This design comes from an exercise in tuning for small area and a short achievable clock period on the open sky130 flow, not from production work.
Where RTL was checked, it was by simulation tests only, not by an equivalence proof against the original.
Power is estimated from default activity; no workload was simulated.

==> indigo <==
// whac_core
module whac_core (
    input  wire        clk,
    input  wire        rst,         
    input  wire        pause,
    input  wire        ps2_clk,
    input  wire        ps2_data,
    output wire [11:0] x_pos,
    output wire [11:0] y_pos,
    output wire        left_btn,
    output wire        right_btn,
    output wire [11:0] mole_up,
    output wire        is_start,
    output wire [3:0]  level,
    output wire [2:0]  live,
    output wire [15:0] score,
    output wire [5:0]  note,
    output wire        beep
);
    function [17:0] add;
        input [17:0] a, b;
        input ci;
        integer k;
        reg c;
        begin
            c = ci;
            for (k = 0; k < 18; k = k + 1) begin
                add[k] = a[k] ^ b[k] ^ c;
                c = (a[k] & b[k]) | (c & (a[k] ^ b[k]));
            end
        end
    endfunction
    function ge;
        input [17:0] a, b;
        integer k;
        reg c;
        begin
            c = 1'b1;
            for (k = 0; k < 18; k = k + 1)
                c = (a[k] & ~b[k]) | (c & (a[k] | ~b[k]));
            ge = c;
        end
    endfunction
    reg rst_q;
  ...
export LEC_CHECK = 0
export ABC_AREA = 1
export CAP_MARGIN = 20
export CORE_MARGIN = 2
export CORE_UTILIZATION = 60
export CTS_CLUSTER_DIAMETER = 150
export CTS_CLUSTER_SIZE = 25
export PLACE_DENSITY = 0.7
export SLEW_MARGIN = 20
create_clock -name core_clock -period 80.0 [get_ports {clk}]
standard.sh (not shown) runs the stock make flow with config.mk's settings and CLKGATE_MAP_FILE= SYNTH_SCRIPT=/design/flow/synth_recipe.tcl, a recipe that flattens the netlist after the stock synthesis.
==> flow/flow/run.sh <==
#!/bin/bash
set -euo pipefail
rm -rf scripts_abc
cp -r "$FLOW_HOME/scripts" scripts_abc
printf 'strash\ndch\nmap -a\ntopo\nstrash\ndch\nmap -a\ntopo\nstrash\ndch\nmap -a\ntopo\n' > scripts_abc/abc_area.script
export SCRIPTS_DIR="$PWD/scripts_abc"
export BUFFER_PORTS_ARGS="-buffer_cell sky130_fd_sc_hd__buf_2"
export SETUP_SLACK_MARGIN=62.8
bash standard.sh > standard.log 2>&1
==> zinc (differences from indigo) <==
--- a/flow/design.v
+++ b/flow/design.v
@@ -33,13 +33,13 @@
         input [17:0] a, b;
         integer k;
         reg c;
         begin
             c = 1'b1;
             for (k = 0; k < 18; k = k + 1)
-                c = (a[k] & ~b[k]) | (c & (a[k] | ~b[k]));
+                c = (a[k] & ~b[k]) | (c & ~(a[k] ^ b[k]));
             ge = c;
         end
     endfunction
     reg rst_q;
     always @(posedge clk) rst_q <= rst;
     function [10:0] db11;    
@@ -109,35 +109,33 @@
         end
     end
     assign x_pos = {2'b00, xp};
     assign y_pos = {3'b000, yp};
     assign left_btn = lb;
     assign right_btn = rb;
-    wire [11:0] inbox;
-    wire yA0 = ge({9'd0, yp}, 18'd273) & ge(18'd307, {9'd0, yp});
-    wire yA1 = ge({9'd0, yp}, 18'd270) & ge(18'd305, {9'd0, yp});
-    wire yA2 = ge({9'd0, yp}, 18'd271) & ge(18'd306, {9'd0, yp});
-    wire yA3 = ge({9'd0, yp}, 18'd270) & ge(18'd306, {9'd0, yp});
-    wire yB  = ge({9'd0, yp}, 18'd320) & ge(18'd352, {9'd0, yp});
-    wire yC  = ge({9'd0, yp}, 18'd374) & ge(18'd408, {9'd0, yp});
-    function inx;
-        input [9:0] x, x0, x1;
-        inx = ge({8'd0, x}, {8'd0, x0}) & ge({8'd0, x1}, {8'd0, x});
+    function inb;
+        input [9:0] x;
+        input [8:0] y;
+        input [9:0] x0, x1;
+        input [8:0] y0, y1;
+        inb = ge({8'd0, x}, {8'd0, x0}) & ge({8'd0, x1}, {8'd0, x}) &
+              ge({9'd0, y}, {9'd0, y0}) & ge({9'd0, y1}, {9'd0, y});
     endfunction
-    assign inbox[0]  = inx(xp, 106, 151) & yA0;
-    assign inbox[1]  = inx(xp, 230, 274) & yA1;
-    assign inbox[2]  = inx(xp, 350, 392) & yA2;
-    assign inbox[3]  = inx(xp, 470, 513) & yA3;
-    assign inbox[4]  = inx(xp, 94,  140) & yB;
-    assign inbox[5]  = inx(xp, 224, 269) & yB;
-    assign inbox[6]  = inx(xp, 353, 400) & yB;
-    assign inbox[7]  = inx(xp, 480, 528) & yB;
-    assign inbox[8]  = inx(xp, 78,  125) & yC;
-    assign inbox[9]  = inx(xp, 218, 271) & yC;
-    assign inbox[10] = inx(xp, 357, 408) & yC;
-    assign inbox[11] = inx(xp, 496, 550) & yC;
+    wire [11:0] inbox;
+    assign inbox[0]  = inb(xp, yp, 106, 151, 273, 307);
+    assign inbox[1]  = inb(xp, yp, 230, 274, 270, 305);
+    assign inbox[2]  = inb(xp, yp, 350, 392, 271, 306);
+    assign inbox[3]  = inb(xp, yp, 470, 513, 270, 306);
+    assign inbox[4]  = inb(xp, yp, 94,  140, 320, 352);
+    assign inbox[5]  = inb(xp, yp, 224, 269, 320, 352);
+    assign inbox[6]  = inb(xp, yp, 353, 400, 320, 352);
+    assign inbox[7]  = inb(xp, yp, 480, 528, 320, 352);
+    assign inbox[8]  = inb(xp, yp, 78,  125, 374, 408);
+    assign inbox[9]  = inb(xp, yp, 218, 271, 374, 408);
+    assign inbox[10] = inb(xp, yp, 357, 408, 374, 408);
+    assign inbox[11] = inb(xp, yp, 496, 550, 374, 408);
     reg [15:0] rnd;
     reg [4:0] r25;
     reg [1:0] u;
     wire fb = rnd[15] ^ rnd[13] ^ rnd[12] ^ rnd[10];
     wire [4:0] r25n;   
     assign r25n[0] = (~r25[4] & ~r25[3] & ~r25[2] & fb) | (~r25[4] & ~r25[3] & fb & ~rnd[15]) | (~r25[4] & r25[2] & r25[1] & ~fb & rnd[15]) | (~r25[4] & r25[3] & ~fb & rnd[15]) | (~r25[4] & ~r25[2] & fb & ~rnd[15]) | (r25[3] & r25[2] & r25[0] & ~fb) | (r25[3] & r25[2] & r25[1] & ~fb) | (r25[4] & ~r25[3] & ~r25[2] & ~r25[1] & ~fb) | (r25[4] & ~fb & ~rnd[15]) | (r25[4] & r25[3] & fb & rnd[15]) | (r25[4] & r25[2] & fb & rnd[15]) | (r25[4] & r25[1] & fb & rnd[15]) | (~r25[4] & ~r25[3] & ~r25[1] & ~r25[0] & fb);
==> flow/flow/run.sh (replaced) <==
#!/bin/bash
set -euo pipefail
export BUFFER_PORTS_ARGS="-buffer_cell sky130_fd_sc_hd__buf_2"
export SETUP_SLACK_MARGIN=62.5
bash standard.sh > standard.log 2>&1
==> cedar (differences from indigo) <==
--- a/flow/design.v
+++ b/flow/design.v
@@ -33,13 +33,13 @@
         input [17:0] a, b;
         integer k;
         reg c;
         begin
             c = 1'b1;
             for (k = 0; k < 18; k = k + 1)
-                c = (a[k] & ~b[k]) | (c & (a[k] | ~b[k]));
+                c = (a[k] & ~b[k]) | (c & ~(a[k] ^ b[k]));
             ge = c;
         end
     endfunction
     reg rst_q;
     always @(posedge clk) rst_q <= rst;
     function [10:0] db11;    
==> flow/flow/run.sh (replaced) <==
#!/bin/bash
set -euo pipefail
export BUFFER_PORTS_ARGS="-buffer_cell sky130_fd_sc_hd__buf_2"
bash standard.sh > standard.log 2>&1
Settings changed: CTS_BUF_LIST from default to sky130_fd_sc_hd__clkbuf_8, CTS_CLUSTER_DIAMETER 150 to 120, CTS_CLUSTER_SIZE 25 to 20.
==> comparison table <==
item                                                                    cedar                     zinc                   indigo
Status                                                complete, no violations  complete, no violations  complete, no violations
Synthesized-area fraction occupied by adder cells                       15.1%                    15.0%                    13.2%
Detailed placement HPWL                                             24,100 um                24,600 um                23,800 um
Fraction of area in registers                                           30.7%                    30.1%                    31.5%
Layout clock buffer count                                                  17                       19                       18
Min Tclk post-route                                                 17,650 ps                17,380 ps                17,190 ps
Initial cell density of the core                                        61.7%                    60.8%                    60.9%
Non-filler instance count after layout                                  2,097                    2,110                    1,968
Finished Cell Area                                                0.0139 mm^2              0.0142 mm^2              0.0136 mm^2
Share of cells above drive strength 1                                   7.85%                    7.76%                    9.19%
Category of the most critical setup path              input port to flip-flop  flip-flop to output pin  flip-flop to output pin
Part of the power in registers                                          44.1%                    38.5%                    40.7%
Number of placed instances, taps included                               2,064                    2,078                    1,933
Overall track demand over capacity in global routing                    28.9%                    28.5%                    29.8%
Clk network pwr share                                                   26.1%                    30.3%                    33.1%
Total cell area at the placement stage                            0.0135 mm^2              0.0136 mm^2              0.0129 mm^2
Ratio of total power to cell area                                17.4 mW/mm^2             19.7 mW/mm^2             19.3 mW/mm^2
Standard-cell rows                                                         53                       54                       52
Crit path buffers/inverters                                                 4                        1                        1
Post-synthesis area per instance                                    7.38 um^2                7.40 um^2                7.68 um^2
Data arrival, critical path                                         18,030 ps                  1380 ps                  1190 ps
Only the layout flow was run in cedar; the RTL was not checked for function there.

[re-timing with driven ports]
The results above use ideal ports. As a check the final layouts listed here were re-extracted and re-timed, cells and wires unchanged. Step 1 (the two cells are an assumption about what drives the block):
set clk [get_ports {clk}]
set_driving_cell -lib_cell sky130_fd_sc_hd__clkbuf_16 $clk
set_driving_cell -lib_cell sky130_fd_sc_hd__buf_2 [delete_from_list [all_inputs] $clk]
Step 2 times the ports against the registers' clock, not the clock port: input delays grow and output delays shrink by t, the midpoint of the rising clock arrivals with the driver on. Slacks: no drivers / after step 1 / after step 2; pairs: no drivers / after step 1.
| run | t (ns) | slack for setup (ns) | worst hold slack (ns) |
|---|---|---|---|
| indigo | 0.484 | 62.807 / 62.758 / 62.505 | 0.385 / 0.385 / 0.385 |
| zinc | 0.478 | 62.618 / 62.573 / 62.270 | 0.370 / 0.370 / 0.370 |
| cedar | 0.524 | 62.351 / 62.337 / 61.813 | 0.415 / 0.415 / 0.415 |
After both steps setup and hold are still met in every run listed. For cedar, which loses most, drivers alone change the setup slack by -0.014 ns; drivers and shift together by -0.538 ns.
